Context: an optimization exercise on an open-source flow, tuned for small area, a short achievable clock period and few clock cycles. The choices shown serve that exercise and are no tape-out recipe.
In this exercise RTL edits were held to simulation tests only and were not proved equivalent to the original.
Power is estimated from default activity; no workload was simulated.

## delta
==> flow/design.v <==
module demosaic(clk, reset, in_en, data_in, wr_r, addr_r, wdata_r, rdata_r, wr_g, addr_g, wdata_g, rdata_g, wr_b, addr_b, wdata_b, rdata_b, done);
input clk;
input reset;
input in_en;
input [7:0] data_in;
output reg wr_r;
output [13:0] addr_r;
output reg [7:0] wdata_r;
input [7:0] rdata_r;
output reg wr_g;
output [13:0] addr_g;
output [7:0] wdata_g;
input [7:0] rdata_g;
output reg wr_b;
output [13:0] addr_b;
output reg [7:0] wdata_b;
input [7:0] rdata_b;
output reg done;
reg        fill;
reg [6:0]  r;             
reg [7:0]  q;             
reg [3:0]  ph;            
reg        first;         
reg        second;        
reg [7:0]  rg, rx;        
reg [7:0]  xb;            
reg [9:0]  p;             
reg [8:0]  ya;            
reg [7:0]  half;          
reg [9:0]  d;             
reg [7:0]  xn;            
reg [7:0]  hv;            
reg [6:0]  arow;          
reg [6:0]  gcol, rbcol;   
assign wdata_g = p[9:2];
assign addr_g = {arow, gcol};
assign addr_r = {arow, rbcol};
assign addr_b = {arow, rbcol};
wire       odd  = r[0];
wire [7:0] rv   = rx;
wire [7:0] rh   = rx;
wire [6:0] rp1 = r + 7'd1;
wire [6:0] qc  = q[6:0];
wire [6:0] qp1 = qc + 7'd1;
wire [6:0] roff = ph[3] ? 7'h7f : ph[0] ? 7'd1 : 7'd0;
wire [6:0] gco  = ph[1] ? 7'd2 : (ph[3] | ph[0] | (ph[2] & !first)) ? 7'h7f : 7'd0;
wire [6:0] rbo  = ph[1] ? 7'h7c : ph[2] ? 7'h7f : 7'd0;
wire       last = q[7] & (q[6:1] == 6'd1);
wire       endc = ph[2] & last & (r == 7'd127);
wire [9:0] g_sum = p + {2'b0, rg};
wire [9:0] x_sum = {2'b0, xb} + {2'b0, rg};
wire [9:0] p_next = ({10{!fill}} & {data_in, 2'b00})
                  | ({10{fill & ph[3] & second}} & {2'b0, rg})
                  | ({10{fill & ph[3] & !second}} & x_sum)
                  | ({10{fill & !ph[3]}} & g_sum);
wire [9:0] v_sum = {1'b0, ya} + {2'b0, rv};
wire [9:0] d_sum = d + {2'b0, rv};
wire [8:0] h_sum = {1'b0, xn} + {1'b0, rh};
wire       s_in = !fill;
wire       s_d  = fill & ph[2];
wire       s_hr = fill & !ph[2] & odd;    
wire       s_hb = fill & !ph[2] & !odd;   
wire [7:0] nd_r = ({8{s_in}} & data_in) | ({8{s_hr}} & half) | ({8{s_hb}} & hv);
wire [7:0] nd_b = ({8{s_in}} & data_in) | ({8{s_hb}} & half) | ({8{s_hr}} & hv);
always @(posedge clk) begin
    rg <= rdata_g;
    rx <= (odd ^ ph[3]) ? rdata_r : rdata_b;
    wdata_r <= nd_r | ({8{s_d}} & d_sum[9:2]);
    wdata_b <= nd_b | ({8{s_d}} & d_sum[9:2]);
end
always @(posedge clk) begin
    if (reset) begin
        fill <= 1'b0;
        r <= 7'd0;
        q <= 8'd0;
        ph <= 4'd0;
        first <= 1'b1;
        second <= 1'b0;
        done <= 1'b0;
        wr_r <= 1'b0;
        wr_g <= 1'b0;
        wr_b <= 1'b0;
        arow <= 7'd0;
        gcol <= 7'd0;
        rbcol <= 7'd0;
    end else if (!fill) begin
        arow <= r + roff;
        gcol <= qc + gco;
        rbcol <= qc + rbo;
        p <= p_next;
        wr_g <= in_en & (r[0] == qc[0]);
        wr_r <= in_en & !r[0] & qc[0];
        wr_b <= in_en & r[0] & !qc[0];
        if (in_en) begin
            q[6:0] <= qp1;
            if (qc == 7'd127) begin
                r <= rp1;
                if (r == 7'd127) begin
                    fill <= 1'b1;
                    ph <= 4'b1000;
                end
            end
        end
    end else begin
        ph <= {ph[2:0], ph[3]};
        wr_r <= 1'b0;
        wr_g <= 1'b0;
        wr_b <= 1'b0;
        arow <= r + roff;
        gcol <= qc + gco;
        rbcol <= qc + rbo;
        if (ph[1]) p <= p_next;
        if (ph[2]) begin
            wr_g <= !first;
            p <= p_next;
        end
        if (ph[3]) begin
            p <= p_next;
            xb <= rg;
        end
        if (ph[0] && second) p <= p_next;
        if (ph[0]) begin
            xn <= rh;
            hv <= h_sum[8:1];
        end
        if (ph[1]) begin
            wr_r <= !first & !second;
            wr_b <= !first & !second;
            d <= v_sum;
            half <= ya[8:1];
            ya <= {1'b0, rv};
        end
        if (ph[2]) begin
            wr_r <= !first & odd;
            wr_b <= !first & !odd;
            ya <= v_sum[8:0];
            q <= last ? {7'd0, rp1[0]} : q + 8'd2;
            if (last) r <= rp1;
            first <= last;
            second <= first;
        end
        if (done || endc) begin
            wr_r <= 1'b0; wr_g <= 1'b0; wr_b <= 1'b0;
        end
        if (endc) done <= 1'b1;
    end
end
endmodule
clock: 5.0 ns
lec_check: 0
cap_margin: 20
core_margin: 2
core_utilization: 40
cts_buf_list: sky130_fd_sc_hd__clkbuf_4 sky130_fd_sc_hd__clkbuf_8
place_density: 0.6
setup_slack_margin: 3.0
slew_margin: 20
tns_end_percent: 10
standard.sh (not shown) runs the stock make flow with config.mk's settings and CLKGATE_MAP_FILE= SYNTH_SCRIPT=/design/flow/synth_recipe.tcl, a recipe that flattens the netlist after the stock synthesis.
==> flow/flow/run.sh <==
#!/bin/bash
# The standard layout (the standard.sh, unchanged synthesis), except that
# the port buffers that global placement inserts on every input and output
# are sky130_fd_sc_hd__buf_1 rather than the default cell.
set -euo pipefail
export BUFFER_PORTS_ARGS="-buffer_cell sky130_fd_sc_hd__buf_1"
bash standard.sh finish > make_finish.log 2>&1
Testbench counts of delta, summed over its fixed seeds: cycles 802,816.
Input-level comparison between onyx and delta:
--- a/flow/design.v
+++ b/flow/design.v
@@ -5,13 +5,13 @@
 input [7:0] data_in;
 output reg wr_r;
 output [13:0] addr_r;
 output reg [7:0] wdata_r;
 input [7:0] rdata_r;
 output reg wr_g;
-output [13:0] addr_g;
+output reg [13:0] addr_g;
 output [7:0] wdata_g;
 input [7:0] rdata_g;
 output reg wr_b;
 output [13:0] addr_b;
 output reg [7:0] wdata_b;
 input [7:0] rdata_b;
@@ -27,35 +27,29 @@
 reg [9:0]  p;             
 reg [8:0]  ya;            
 reg [7:0]  half;          
 reg [9:0]  d;             
 reg [7:0]  xn;            
 reg [7:0]  hv;            
-reg [6:0]  arow;          
-reg [6:0]  gcol, rbcol;   
+reg [13:0] addr_rb;
 assign wdata_g = p[9:2];
-assign addr_g = {arow, gcol};
-assign addr_r = {arow, rbcol};
-assign addr_b = {arow, rbcol};
+assign addr_r = addr_rb;
+assign addr_b = addr_rb;
 wire       odd  = r[0];
 wire [7:0] rv   = rx;
 wire [7:0] rh   = rx;
+wire [6:0] rm1 = r - 7'd1;
 wire [6:0] rp1 = r + 7'd1;
 wire [6:0] qc  = q[6:0];
+wire [6:0] qm4 = qc - 7'd4;
+wire [6:0] qm1 = qc - 7'd1;
 wire [6:0] qp1 = qc + 7'd1;
-wire [6:0] roff = ph[3] ? 7'h7f : ph[0] ? 7'd1 : 7'd0;
-wire [6:0] gco  = ph[1] ? 7'd2 : (ph[3] | ph[0] | (ph[2] & !first)) ? 7'h7f : 7'd0;
-wire [6:0] rbo  = ph[1] ? 7'h7c : ph[2] ? 7'h7f : 7'd0;
+wire [6:0] qp2 = qc + 7'd2;
 wire       last = q[7] & (q[6:1] == 6'd1);
 wire       endc = ph[2] & last & (r == 7'd127);
 wire [9:0] g_sum = p + {2'b0, rg};
-wire [9:0] x_sum = {2'b0, xb} + {2'b0, rg};
-wire [9:0] p_next = ({10{!fill}} & {data_in, 2'b00})
-                  | ({10{fill & ph[3] & second}} & {2'b0, rg})
-                  | ({10{fill & ph[3] & !second}} & x_sum)
-                  | ({10{fill & !ph[3]}} & g_sum);
 wire [9:0] v_sum = {1'b0, ya} + {2'b0, rv};
 wire [9:0] d_sum = d + {2'b0, rv};
 wire [8:0] h_sum = {1'b0, xn} + {1'b0, rh};
 wire       s_in = !fill;
 wire       s_d  = fill & ph[2];
 wire       s_hr = fill & !ph[2] & odd;    
@@ -77,20 +71,18 @@
         first <= 1'b1;
         second <= 1'b0;
         done <= 1'b0;
         wr_r <= 1'b0;
         wr_g <= 1'b0;
         wr_b <= 1'b0;
-        arow <= 7'd0;
-        gcol <= 7'd0;
-        rbcol <= 7'd0;
+        addr_g <= 14'd0;
+        addr_rb <= 14'd0;
     end else if (!fill) begin
-        arow <= r + roff;
-        gcol <= qc + gco;
-        rbcol <= qc + rbo;
-        p <= p_next;
+        addr_g <= {r, qc};
+        addr_rb <= {r, qc};
+        p <= {data_in, 2'b00};
         wr_g <= in_en & (r[0] == qc[0]);
         wr_r <= in_en & !r[0] & qc[0];
         wr_b <= in_en & r[0] & !qc[0];
         if (in_en) begin
             q[6:0] <= qp1;
             if (qc == 7'd127) begin
@@ -103,37 +95,43 @@
         end
     end else begin
         ph <= {ph[2:0], ph[3]};
         wr_r <= 1'b0;
         wr_g <= 1'b0;
         wr_b <= 1'b0;
-        arow <= r + roff;
-        gcol <= qc + gco;
-        rbcol <= qc + rbo;
-        if (ph[1]) p <= p_next;
+        if (ph[3]) addr_g <= first ? {r, qc} : {rm1, qm1};
+        if (ph[0]) addr_g <= {rp1, qm1};
+        if (ph[1]) begin
+            addr_g <= {r, qp2};
+            if (first) xb <= rg; else p <= g_sum;
+        end
         if (ph[2]) begin
+            addr_g <= {r, qm1};
             wr_g <= !first;
-            p <= p_next;
+            p <= g_sum;
         end
         if (ph[3]) begin
-            p <= p_next;
+            p <= {2'b0, xb} + {2'b0, rg};
             xb <= rg;
         end
-        if (ph[0] && second) p <= p_next;
+        if (ph[3]) addr_rb <= {rm1, qc};
         if (ph[0]) begin
+            addr_rb <= {rp1, qc};
             xn <= rh;
             hv <= h_sum[8:1];
         end
         if (ph[1]) begin
+            addr_rb <= {r, qm4};
             wr_r <= !first & !second;
             wr_b <= !first & !second;
             d <= v_sum;
             half <= ya[8:1];
             ya <= {1'b0, rv};
         end
         if (ph[2]) begin
+            addr_rb <= {r, qm1};
             wr_r <= !first & odd;
             wr_b <= !first & !odd;
             ya <= v_sum[8:0];
             q <= last ? {7'd0, rp1[0]} : q + 8'd2;
             if (last) r <= rp1;
             first <= last;
Notes after the runs:
onyx vs. delta: sequential fraction of design power saw an increase, first-pass iteration count of the detailed router saw an increase, combinational power saw an increase, power consumption saw an increase.
Detailed route, onyx vs delta: via total higher for onyx
Going from delta to onyx, core region area went up 8.9%; summed area of non-filler cells in the final layout went up 8.2%; relative slew slack went down 18 points; core utilization of the finished layout went down 0.28 points; maximum frequency from static timing analysis went up 1.5%.
onyx vs delta, minimum period implied by the final worst setup slack went down by 0.032 ns.
onyx has arrival time of data at the critical path endpoint below what delta had.
Between onyx and delta, the clock skew is lower for onyx.
Looking only at period utilization, and setting everything else aside, the lower value of onyx and delta goes to onyx.
Testbench counts of onyx, summed over its fixed seeds: cycles 802,816.

==> static timing again, ports no longer ideal <==
The results above use ideal ports. As a check the final layouts listed here were re-extracted and re-timed, cells and wires unchanged. Step 1 (the two cells are an assumption about what drives the block):
set clk [get_ports {clk}]
set_driving_cell -lib_cell sky130_fd_sc_hd__clkbuf_16 $clk
set_driving_cell -lib_cell sky130_fd_sc_hd__buf_2 [delete_from_list [all_inputs] $clk]
Step 2, shift: input delay + t, output delay - t, t = (earliest + latest rising clock arrival at the registers) / 2. This alone moves slack from input paths to output paths. a / b / c = ideal ports / drivers / drivers and shift; a / b = the first two.
run | shift t [ns] | slack for setup (ns) | worst setup path at the end | latest minus earliest clock arrival (ns) | pins driven straight from the clock port
delta | 0.488 | 2.871 / 2.851 / 2.427 | input to register | 0.018 / 0.018 | 1
onyx | 0.496 | 2.903 / 2.903 / 2.568 | input to register | 0.012 / 0.012 | 1
After both steps setup and hold are still met in every run listed. For delta, which loses most, drivers alone change the setup slack by -0.020 ns; drivers and shift together by -0.444 ns.
